Background: an optimization exercise with open tools, aiming at small area. Do not read the settings as production practice. Where RTL was checked, it was by simulation tests only, not by an equivalence proof against the original. Power and IR drop assume default switching activity.

Design alu16, start of the top module:
module alu16(clk, rst, a, b, ctrl, res, R15);
	input clk, rst;
	input [15:0] a, b;
	input [3:0] ctrl;
	output reg [15:0] res;
	output reg [15:0] R15;
	wire [15:0] sum, quo, rem;
	wire [31:0] prod;
	reg [15:0] res_d, R15_d;
	ALU u_alu(.a(a), .b(b), .ctrl(ctrl), .sum(sum), .prod(prod), .quo(quo), .rem(rem));
	always @(*) begin
		res_d = res;
		R15_d = R15;
		case (ctrl)
			4'd0, 4'd1: res_d = sum;
			4'd2: {R15_d, res_d} = prod;
			4'd3: begin res_d = quo; R15_d = rem; end
			4'd4: res_d = a & b;
			4'd5: res_d = a | b;
			default: ;
		endcase
	end
	always @(posedge clk, negedge rst) begin
		if (~rst) begin
			res <= 16'h0000;
			R15 <= 16'h0000;
		end
		else begin
			res <= res_d;
			R15 <= R15_d;
		end
	end
endmodule
Size: ~1,800 cells after synthesis, about 32 flip-flops, about 0.014 mm^2 of cells after synthesis.
clock: 40.0 ns
lec_check: 0
cap_margin: 20
core_margin: 2
core_utilization: 35
cts_buf_list: sky130_fd_sc_hd__clkbuf_8
setup_slack_margin: -1.0
slew_margin: 20
synth_hierarchical: 1
synth_minimum_keep_size: 0
standard.sh (not shown) runs the stock make flow with config.mk's settings and CLKGATE_MAP_FILE= SYNTH_SCRIPT=/design/flow/synth_recipe.tcl, a recipe that flattens the netlist after the stock synthesis.
==> flow/flow/run.sh <==
#!/bin/bash
cp standard.sh standard_sh_copy.txt
export BUFFER_PORTS_ARGS="-buffer_cell sky130_fd_sc_hd__buf_1"
bash standard.sh > standard.log 2>&1
The baseline finished with timing, DRC and antenna clean.
Change:
- CORE_UTILIZATION: 35 -> 40
- CTS_BUF_LIST: sky130_fd_sc_hd__clkbuf_8 -> default
- PLACE_DENSITY: default -> 0.75
What happened:
- The new run finished with timing, DRC and antenna clean
- cell area goes down slightly
- total power drops slightly
- cell count went down by a few percent
- routed wire length hardly moves
- worst setup slack got worse by 0.46 ns
- area after synthesis stays the same
- die area fell by roughly a tenth
- count of clock-buffer cells in the layout goes down by 2
- core utilization rose by 5.1 points
- clock power came out higher by a quarter to a third
Change:
- CTS_BUF_LIST: default -> sky130_fd_sc_hd__clkbuf_8
- CTS_CLUSTER_SIZE: default -> 12
- PLACE_DENSITY: 0.75 -> default
Combinational power is about the same. Sequential power goes down by about 1%. Setup slack is better by 0.41 ns. Clock skew does not change. Fmax goes up by about 1%. Final cell count goes down by about 0.43%. Area after synthesis does not change. Wire length goes down by about 0.8%. Global-route usage goes up by 0.39 points. Hold slack is better by 0.010 ns.
Change:
- CORE_UTILIZATION: 40 -> 30
- CTS_BUF_LIST: sky130_fd_sc_hd__clkbuf_8 -> default
- CTS_CLUSTER_SIZE: 12 -> default
After rerunning:
- sequential power rose by about 1%
- fmax shrinks by 0.33%
- non-clock buffer count goes up by 28
- power rises by 4.2%
- worst hold slack loses 0.013 ns
- utilization came out lower by 10 points
Change:
- CORE_UTILIZATION: 30 -> 45
- CTS_BUF_LIST: default -> sky130_fd_sc_hd__clkbuf_8
Result: The new run completed with no timing, DRC or antenna violations. Routed wire length went down by 5.3%. Core utilization went up by 16 points. Via count went down by 3.9%. Sequential power went down by about 3%. Area after synthesis is unchanged. Hold slack barely changes. Clock power went down by 31%.
Change:
- CORE_UTILIZATION: 45 -> 40
- CTS_BUF_LIST: sky130_fd_sc_hd__clkbuf_8 -> default
Effect:
- die area goes up by 12%
- first-iteration DRC count goes up by 27%
- worst hold slack improved by 0.0081 ns
- total power goes up by 1.3%
- setup slack got worse by 0.078 ns
- non-clock buffer count goes down by 23
- routed wire length goes up by 0.46%

## wip/sierra
alu16, a different RTL version from the one above (not shown whole).
Size in the first run: about 32 flip-flops.
clock: 40.0 ns
lec_check: 0
cap_margin: 20
core_margin: 2
core_utilization: 40
slew_margin: 20
synth_hierarchical: 1
synth_minimum_keep_size: 0
==> flow/flow/run.sh <==
#!/bin/bash
cp standard.sh standard_sh_copy.txt
export BUFFER_PORTS_ARGS="-buffer_cell sky130_fd_sc_hd__buf_1"
export RECOVER_POWER=100
bash standard.sh > standard.log 2>&1
Every stage of wip/sierra finished as expected; the final checks, on the other hand, flagged max-capacitance violations, max-slew violations, which means the layout fails.
Edits applied to the flow inputs when going from wip/sierra to wip/onyx:
==> flow/flow/run.sh <==
#!/bin/bash
cp standard.sh standard_sh_copy.txt
export BUFFER_PORTS_ARGS="-buffer_cell sky130_fd_sc_hd__buf_1"
bash standard.sh > standard.log 2>&1
## What came out
- wip/onyx reached the final stage; the timing, DRC and antenna checks on its layout passed.
- wip/onyx vs. wip/sierra: per-cell routed wire length ~0 delta, ratio of final minimum period to clock period climbed 0.24 points, final cell count roughly the same, clock network area share closely matched the old numbers.
- Between wip/onyx and wip/sierra, it is wip/onyx whose worst vdd rail ir drop is lower, by 4.9%.
- Summary of wip/onyx over wip/sierra: via count of the routed design stayed essentially flat, final design utilization closely matched the old numbers, combinational power essentially unchanged.
Input changes introduced in wip/garnet (baseline for comparison: wip/onyx):
Settings: an added SETUP_SLACK_MARGIN of -1.0.
[summary]
Going from wip/onyx to wip/garnet, the worst-case register-to-register setup slack was found to have gone down by 30 ps. Compared wip/garnet vs wip/onyx, and average detailed-routed wire length per instance is up in wip/garnet. wip/onyx and wip/garnet ended up with roughly the same sequential share of layout area. In the flow results for wip/onyx and wip/garnet, the final area is smaller on wip/garnet. Going from wip/onyx to wip/garnet, depth of the critical timing path with buffers and inverters included grows by 3.0%. Total power: wip/garnet below wip/onyx.
Function was not checked in any run of this note: the RTL went through the layout flow alone.

RTL: one of the versions met above, not the one the previous note started from.
Size: roughly 1800 cells after synthesis, ~32 flip-flops, roughly 0.014 mm² of cells after synthesis.
export LEC_CHECK = 0
export CAP_MARGIN = 20
export CORE_MARGIN = 2
export CORE_UTILIZATION = 40
export CTS_BUF_LIST = sky130_fd_sc_hd__clkbuf_8
export SETUP_SLACK_MARGIN = -1.0
export SLEW_MARGIN = 20
export SYNTH_HIERARCHICAL = 1
export SYNTH_MINIMUM_KEEP_SIZE = 0
create_clock -name core_clock -period 40.0 [get_ports {clk}]
==> flow/flow/run.sh <==
#!/bin/bash
cp standard.sh standard_sh_copy.txt
export BUFFER_PORTS_ARGS="-buffer_cell sky130_fd_sc_hd__buf_1"
export SKIP_GATE_CLONING=1
bash standard.sh > standard.log 2>&1
Edit:
==> flow/flow/run.sh (replaced) <==
#!/bin/bash
cp standard.sh standard_sh_copy.txt
export BUFFER_PORTS_ARGS="-buffer_cell sky130_fd_sc_hd__buf_1"
bash standard.sh > standard.log 2>&1
PLACE_DENSITY = 0.5   (was default)
Result: The new run ran to the end with no violations. Fmax went up by 0.65%. Die area stays the same. Critical path depth rises by 1. Power shrinks by 1.1%. Clock power grows by about 1%. Area after synthesis is unchanged. Non-clock buffer count increases by 18. Combinational power hardly moves.
Edit:
GPL_ROUTABILITY_DRIVEN = 0   (was default)
PLACE_DENSITY = default   (was 0.5)
=> Hold slack gains 0.012 ns. Die area does not change. Via count increases by 2.0%. Wire length decreases by 4.7%. Total power increases by 1.1%. Final area decreases by 0.86%. Utilization decreases by 0.39 points. Sequential power increases by about 1%. Clock skew does not change. Clock-buffer cell count does not change. Clock power decreases by about 1%.
Edit:
GPL_ROUTABILITY_DRIVEN = default   (was 0)
SETUP_SLACK_MARGIN = -1.25   (was -1.0)
What happened: Clock-buffer cell count is unchanged. Via count barely changes. Cell area stays flat. Sequential power hardly moves. Worst setup slack loses 0.16 ns. Power stays flat. Final cell count stays flat. Clock power is about the same. Clock skew stays the same.
Edit:
CTS_BUF_LIST = default   (was sky130_fd_sc_hd__clkbuf_8)
GPL_TIMING_DRIVEN = 0   (was default)
SETUP_SLACK_MARGIN = -1.0   (was -1.25)
Design area climbs by 5.5%.
Final cell count is higher by 2.2%.
Worst setup slack is worse by 0.016 ns.
Clock power goes up by 42%.

-- what the ideal ports hide --
How much do the figures lean on ideal ports? The routed layouts below were timed once more, with nothing changed but the port constraints.
Step 1 (the two cells are an assumption about what drives the block):
set clk [get_ports {clk}]
set_driving_cell -lib_cell sky130_fd_sc_hd__clkbuf_16 $clk
set_driving_cell -lib_cell sky130_fd_sc_hd__buf_2 [delete_from_list [all_inputs] $clk]
Step 2 adds t to the input delays and takes it off the output delays; t is the mean of the earliest and latest rising clock arrival at the registers after step 1. Input paths then give back, and output paths get back, about the clock's delay inside the block.
Three values: ideal ports, drivers, drivers and shift; two values: the first two.
run | t (ns) | slack for setup (ns) | hold slack, ns | worst setup path at the end | worst register clock-pin slew, ns
the first run of note 1 | 0.345 | 1.324 / 1.341 / 0.997 | 0.480 / 0.480 / 0.480 | input to register | 0.08 / 0.08
the second run of note 1 | 0.330 | 0.865 / 0.796 / 0.466 | 0.484 / 0.484 / 0.484 | input to register | 0.06 / 0.06
the third run of note 1 | 0.343 | 1.276 / 1.289 / 0.946 | 0.495 / 0.495 / 0.495 | input to register | 0.09 / 0.09
the fourth run of note 1 | 0.338 | 1.148 / 1.120 / 0.783 | 0.481 / 0.481 / 0.481 | input to register | 0.06 / 0.06
the fifth run of note 1 | 0.350 | 1.239 / 1.239 / 0.888 | 0.480 / 0.480 / 0.480 | input to register | 0.08 / 0.08
the sixth run of note 1 | 0.333 | 1.161 / 1.181 / 0.848 | 0.489 / 0.489 / 0.489 | input to register | 0.06 / 0.06
wip/sierra | 0.333 | 2.161 / 2.180 / 1.847 | 0.490 / 0.490 / 0.490 | input to register | 0.06 / 0.06
wip/onyx | 0.333 | 2.066 / 2.085 / 1.752 | 0.490 / 0.490 / 0.490 | input to register | 0.06 / 0.06
wip/garnet | 0.340 | 1.247 / 1.269 / 0.930 | 0.478 / 0.478 / 0.478 | input to register | 0.06 / 0.06
the first run of note 3 | 0.343 | 1.276 / 1.289 / 0.946 | 0.495 / 0.495 / 0.495 | input to register | 0.09 / 0.09
the second run of note 3 | 0.355 | 1.526 / 1.531 / 1.176 | 0.483 / 0.483 / 0.483 | input to register | 0.09 / 0.09
the third run of note 3 | 0.343 | 1.276 / 1.289 / 0.946 | 0.495 / 0.495 / 0.495 | input to register | 0.09 / 0.09
the fourth run of note 3 | 0.347 | 1.112 / 1.096 / 0.749 | 0.495 / 0.495 / 0.495 | input to register | 0.09 / 0.09
the fifth run of note 3 | 0.334 | 1.096 / 1.119 / 0.785 | 0.482 / 0.482 / 0.482 | input to register | 0.06 / 0.06
For the second run of note 1, which loses most, drivers alone change the setup slack by -0.069 ns; drivers and shift together by -0.399 ns.
